Source: an optimization exercise on an open RTL-to-GDS flow (aim: small area). Production flows keep margins and buffers that such runs may drop.
RTL that was checked went through simulation tests only; none was proved equivalent to the original.
The flow treats the clock pin as an ideal source, which a real chip does not have.
No activity file was given, so power comes from the tool's default toggle rates.

## rev 12
==> flow/design.v <==
module binary_to_segment(
	input [2:0] cpu_score,
	input [2:0] old_player_score,	 
	input [1:0] p,
	input started,
	output [6:0] seven_output,
	output [3:0] AN
	);
	wire [2:0] s = p[0] ? cpu_score : old_player_score;
	reg [6:0] seg;
	always @(*) begin
		case (s)
			3'd0: seg = 7'b0000001;
			3'd1: seg = 7'b1001111;
			3'd2: seg = 7'b0010010;
			3'd3: seg = 7'b0000110;
			3'd4: seg = 7'b1001100;
			3'd5: seg = 7'b0100100;
			3'd6: seg = 7'b0100000;
			default: seg = 7'b0001111;
		endcase
	end
	assign seven_output = (started & ~p[1]) ? seg : 7'b1111110;
	assign AN = {~started | p != 2'd0, ~started | p != 2'd3, ~started | p != 2'd2, ~started | p != 2'd1};
endmodule
module vga_controller_640_60 (
	input rst,
	input pixel_clk,
	input started,		 
	output HS,
	output VS,
	output visible,
	output ho_zero,
	output reg [6:0] ht,
	output reg [9:0] w
	);
	reg [4:0] ho;
	wire ho_max = ho[4] & ~ho[3];			 
	assign ho_zero = ~ho[4] & ~ho[0];
	wire ht_zero = ~|ht;
	wire h_end = ho_zero & ht[6] & ht[4];		 
	wire w_end = w[9] & w[4] & w[0];		 
	always @(posedge pixel_clk) begin
		if (rst | h_end) begin
			ht <= 0;
			ho <= 0;
		end else begin
			ho <= {ho[3:0], ~ho[4]};
			if (ho_max) ht <= ht + 1'b1;
		end
	end
	always @(posedge pixel_clk) begin
		if (rst | (h_end & w_end)) w <= 10'd4;
		else if (h_end) w <= w + 1'b1;
	end
	assign HS = ~((ht == 7'd64 & ho_max) | (ht >= 7'd65 & ht <= 7'd73) | (ht == 7'd74 & ~ho[4]));
	assign VS = ~((ho_zero & ht_zero) ? (w == 10'd487 | w == 10'd488) : (w == 10'd486 | w == 10'd487));
	assign visible = (ho_zero & ht_zero) ? (w == 10'd4 & ~started)
		: (~ht[6] | (ht[5:0] == 6'd0 & ho_zero)) & w < 10'd484;
endmodule
module vga_display(
		input rst,  
		input clk,  
		input up,
		input down,
		input left,
		input right,
		input[2:0] R_control,
		input[2:0] G_control,
		input[1:0] B_control,
		output reg [2:0] R,
		output reg [2:0] G,
		output reg [1:0] B,
		output wire [6:0] seven_output,
		output wire [3:0] AN,
		output HS,
		output VS
		);
	reg [10:0] lf;
	reg [1:0] p;
	wire lz = ~|lf[9:0];
	wire seg_step = lz & ~lf[10];
	wire tick = seg_step & p[1] & p[0];
	reg started;
	always @(posedge clk) begin
		if (rst) begin
			lf <= 11'd1;
			p <= 0;
			started <= 0;
		end else begin
			lf <= {lf[9:0], lf[10] ^ lf[8] ^ lz};
			p <= p + seg_step;
			if (seg_step) started <= 1'b1;
		end
	end
	reg [2:0] cs, ps, old_ps;
	always @(posedge clk)
		if (p != 2'd0) old_ps <= ps;
	binary_to_segment b2s(
		.cpu_score(cs),
		.old_player_score(old_ps),
		.p(p),
		.started(started),
		.seven_output(seven_output),
		.AN(AN));
	reg [1:0] next_state, state;
	reg [5:0] KP, KC, kx;
	reg [7:0] Y;
	reg xs, ys;
	wire bounce = ys ? (Y[7] & Y[6] & Y[5] & Y[3]) : ~|Y[7:4];	 
	wire ys1 = ys ^ bounce;
	wire [7:0] Y1 = Y + {{5{~ys1}}, ys1, ~ys1, 1'b1};		 
	wire score_c = ~xs & (kx == 6'd2);
	wire score_p = xs & (kx == 6'd61);
	wire px = xs ? (kx >= 6'd2 & kx <= 6'd4) : (kx >= 6'd4 & kx <= 6'd6);
	wire cx = xs ? (kx == 6'd57) : (kx == 6'd59);
	reg hit_y;
	wire hit = (px | cx) & hit_y;
	wire score = score_c | score_p;
	wire xs1 = xs ^ (score | hit);
	wire [7:0] cref = {KC, 2'b10};
	wire c_gt = Y > cref;
	wire c_lt = Y < cref;
	wire p_up = state[0] & (KP != 6'd8);
	wire p_dn = state[1] & (KP != 6'd52);
	wire c_up = xs ? (c_lt & ~(c_gt & KC != 6'd52) & KC != 6'd8) : (KC >= 6'd47);
	wire c_dn = xs ? (c_gt & KC != 6'd52) : (KC <= 6'd43);
	always @(posedge clk) begin
		if (rst) begin
			next_state <= 0;
			state <= 0;
			KP <= 30;
			KC <= 30;
			kx <= 30;
			Y <= 102;
			xs <= 1;
			ys <= 1;
			cs <= 0;
			ps <= 0;
		end else if (tick) begin
			state <= next_state;
			next_state <= {down & ~up & ~left & ~right, up & ~down & ~left & ~right};
			KP <= KP + {{5{p_up}}, p_up | p_dn};
			KC <= KC + {{5{c_up}}, c_up | c_dn};
			ys <= ys1;
			xs <= xs1;
			if (score) begin
				kx <= xs ? 6'd29 : 6'd31;
				Y <= ys1 ? 8'd107 : 8'd97;
			end else begin
				kx <= kx + {{5{~xs1}}, 1'b1};
				Y <= Y1;
			end
			if (score_c) begin
				if (cs == 3'd7) begin cs <= 0; ps <= 0; end
				else cs <= cs + 1'b1;
			end
			if (score_p) begin
				if (ps == 3'd7) begin cs <= 0; ps <= 0; end
				else ps <= ps + 1'b1;
			end
		end
	end
	wire visible, ho_zero;
	wire [6:0] ht;
	wire [9:0] w;
	vga_controller_640_60 vc(
		.rst(rst),
		.pixel_clk(clk),
		.started(started),
		.HS(HS),
		.VS(VS),
		.visible(visible),
		.ho_zero(ho_zero),
		.ht(ht),
		.w(w));
	wire [5:0] kx_inc = kx + 1'b1;
	wire [7:0] by_d = w[8:1] - Y;
	wire ball = (ht[5:0] == kx | (ht[5:0] == kx_inc & ho_zero))
		& by_d[7:3] == 5'd0 & (~by_d[2] | by_d[1:0] == 2'd0 | (by_d[1:0] == 2'd1 & ~w[0]));
	wire blank_h = ht[6];
	wire [5:0] pd = (blank_h ? Y1[7:2] : w[8:3]) - ((blank_h ? kx[5] : ht[5]) ? KC : KP);
	always @(posedge clk)
		if (blank_h) hit_y <= pd[5:3] == 3'b000 | pd[5:3] == 3'b111;
	wire prow = pd[5:3] == 3'b000 | (pd[5:3] == 3'b111 & pd[2:0] != 3'd0) | (pd == 6'd8 & w[2:0] == 3'd0);
	wire pcol = ht[5] ? (ht == 7'd58 | ht == 7'd59 | (ht == 7'd60 & ho_zero))
		: (ht == 7'd4 | ht == 7'd5 | (ht == 7'd6 & ho_zero));
	wire border = ht <= 7'd1 | (ht == 7'd2 & ho_zero) | ht >= 7'd62 | w >= 10'd464 | w <= 10'd24;
	wire endgame = (cs[2] & cs[1]) | (ps[2] & ps[1]);
	wire lit = ~rst & visible & ~endgame & (ball | (prow & pcol) | border);
	always @(posedge clk) begin
		R <= lit ? R_control : 3'd0;
		G <= lit ? G_control : 3'd0;
		B <= lit ? B_control : 2'd0;
	end
endmodule
Settings: LEC_CHECK=0, CAP_MARGIN=20, CORE_MARGIN=2, CORE_UTILIZATION=50, SLEW_MARGIN=20; clock period 40.0 ns.
standard.sh (not shown) runs the stock make flow with config.mk's settings and CLKGATE_MAP_FILE= SYNTH_SCRIPT=/design/flow/synth_recipe.tcl, a recipe that flattens the netlist after the stock synthesis.
==> flow/flow/run.sh <==
#!/bin/bash
# Layout flow: the standard synthesis, then the combinational cells re-mapped
# for area by ABC (every flip-flop instance kept as synthesis made it), then the
# standard ORFS steps from floorplan to finish, with small port buffers and a
# clock tree of small buffers, the leaves sized up only where needed.
set -euo pipefail
W=$(pwd)
R=$W/orfs/results/$FLOW_PLATFORM/vga_display/base
LIB=$FLOW_HOME/platforms/$FLOW_PLATFORM/lib/sky130_fd_sc_hd__tt_025C_1v80.lib
YOSYS=$(command -v yosys || echo "$FLOW_HOME/../tools/install/yosys/bin/yosys")

bash standard.sh synth > "$W/log_1_synth.txt" 2>&1
cp "$R/1_2_yosys.v" "$W/std_1_2_yosys.v"

RS_LIB="$LIB" RS_IN="$W/std_1_2_yosys.v" RS_OUT="$W/resynth.v" \
RS_SCRIPT="$W/flow/resynth.abc" RS_DONT_USE="*probe* *lpflow*" \
	"$YOSYS" -c "$W/flow/resynth.tcl" > "$W/log_2_resynth.txt" 2>&1

cp "$W/resynth.v" "$R/1_2_yosys.v"
rm -f "$R/1_synth.odb" "$R/1_synth.sdc"

export BUFFER_PORTS_ARGS="-buffer_cell sky130_fd_sc_hd__buf_1"
export CTS_ARGS="${FLOW_CTS_ARGS:--sink_clustering_enable -repair_clock_nets -buf_list sky130_fd_sc_hd__clkbuf_4 -dont_use_dummy_load}"
# leaf clock buffers driving slow clock edges are sized up after CTS
export POST_CTS_TCL="$W/flow/cts_post.tcl"
bash standard.sh finish > "$W/log_3_layout.txt" 2>&1
Other scripts of this flow, unchanged in this note and not shown: flow/flow/cts_post.tcl, flow/flow/resynth.abc, flow/flow/resynth.tcl
## Diff of input files: rev 13 against rev 12
-- flow/design.v --
<<< rev 12, line 124
	wire p_up = state[0] & (KP != 6'd8);
	wire p_dn = state[1] & (KP != 6'd52);
	wire c_up = xs ? (c_lt & ~(c_gt & KC != 6'd52) & KC != 6'd8) : (KC >= 6'd47);
	wire c_dn = xs ? (c_gt & KC != 6'd52) : (KC <= 6'd43);
	always @(posedge clk) begin
>>> rev 13, line 124
	wire p_up = state[0] & (KP != 6'd8);
	wire p_dn = state[1] & (KP != 6'd52);
	wire c_up = xs ? (c_lt & KC != 6'd8) : (KC >= 6'd47);
	wire c_dn = xs ? (c_gt & KC != 6'd52) : (KC <= 6'd43);
	always @(posedge clk) begin
[summary]
Any difference in cell-internal power between rev 13 and rev 12 is small enough to ignore.
Of rev 12 and rev 13, the lower post-route met1 wirelength belongs to rev 12.
Rev 12 has a higher synthesized cell count than rev 13.
On final critical delay including setup and external delays: between rev 12 and rev 13, it ends up higher for rev 13.
Looking at maximum frequency across both flows, rev 13 is the weaker of the two, with rev 12 ahead.
Max die boundary width across rev 12 and rev 13: rev 12
Summary — switching portion of total power, rev 13 relative to rev 12: lower, by 0.67 points.
Via count was lower in rev 13 than in rev 12.
For clock distribution area overhead in the final layout, rev 13 and rev 12 come out practically identical.
Compared with rev 12, rev 13 shows finished layout cell area that has gone down slightly.
Rev 12 has lower static leakage than rev 13.
On clock skew, rev 12 and rev 13 are neck and neck.
Est. power | rev 13 vs rev 12 | rev 13 lower
Function not checked in rev 12: the RTL went through the layout flow alone.

[separate check: timing with driven ports]
The results above use ideal ports. As a check the final layouts listed here were re-extracted and re-timed, cells and wires unchanged. Step 1: set_driving_cell puts a clkbuf_16 on clk and a buf_2 on each other input, an assumption about the parent block. Step 2 adds t to the input delays and takes it off the output delays; t is the mean of the earliest and latest rising clock arrival at the registers after step 1. Input paths then give back, and output paths get back, about the clock's delay inside the block. Three values: ideal ports, drivers, drivers and shift; two values: the first two.
run | t (ns) | slack for setup (ns) | worst data-port slew with drivers (ns)
rev 12 | 0.454 | 29.576 / 29.543 / 29.997 | 0.03
rev 13 | 0.456 | 29.522 / 29.489 / 29.945 | 0.03
After both steps setup and hold are still met in every run listed.
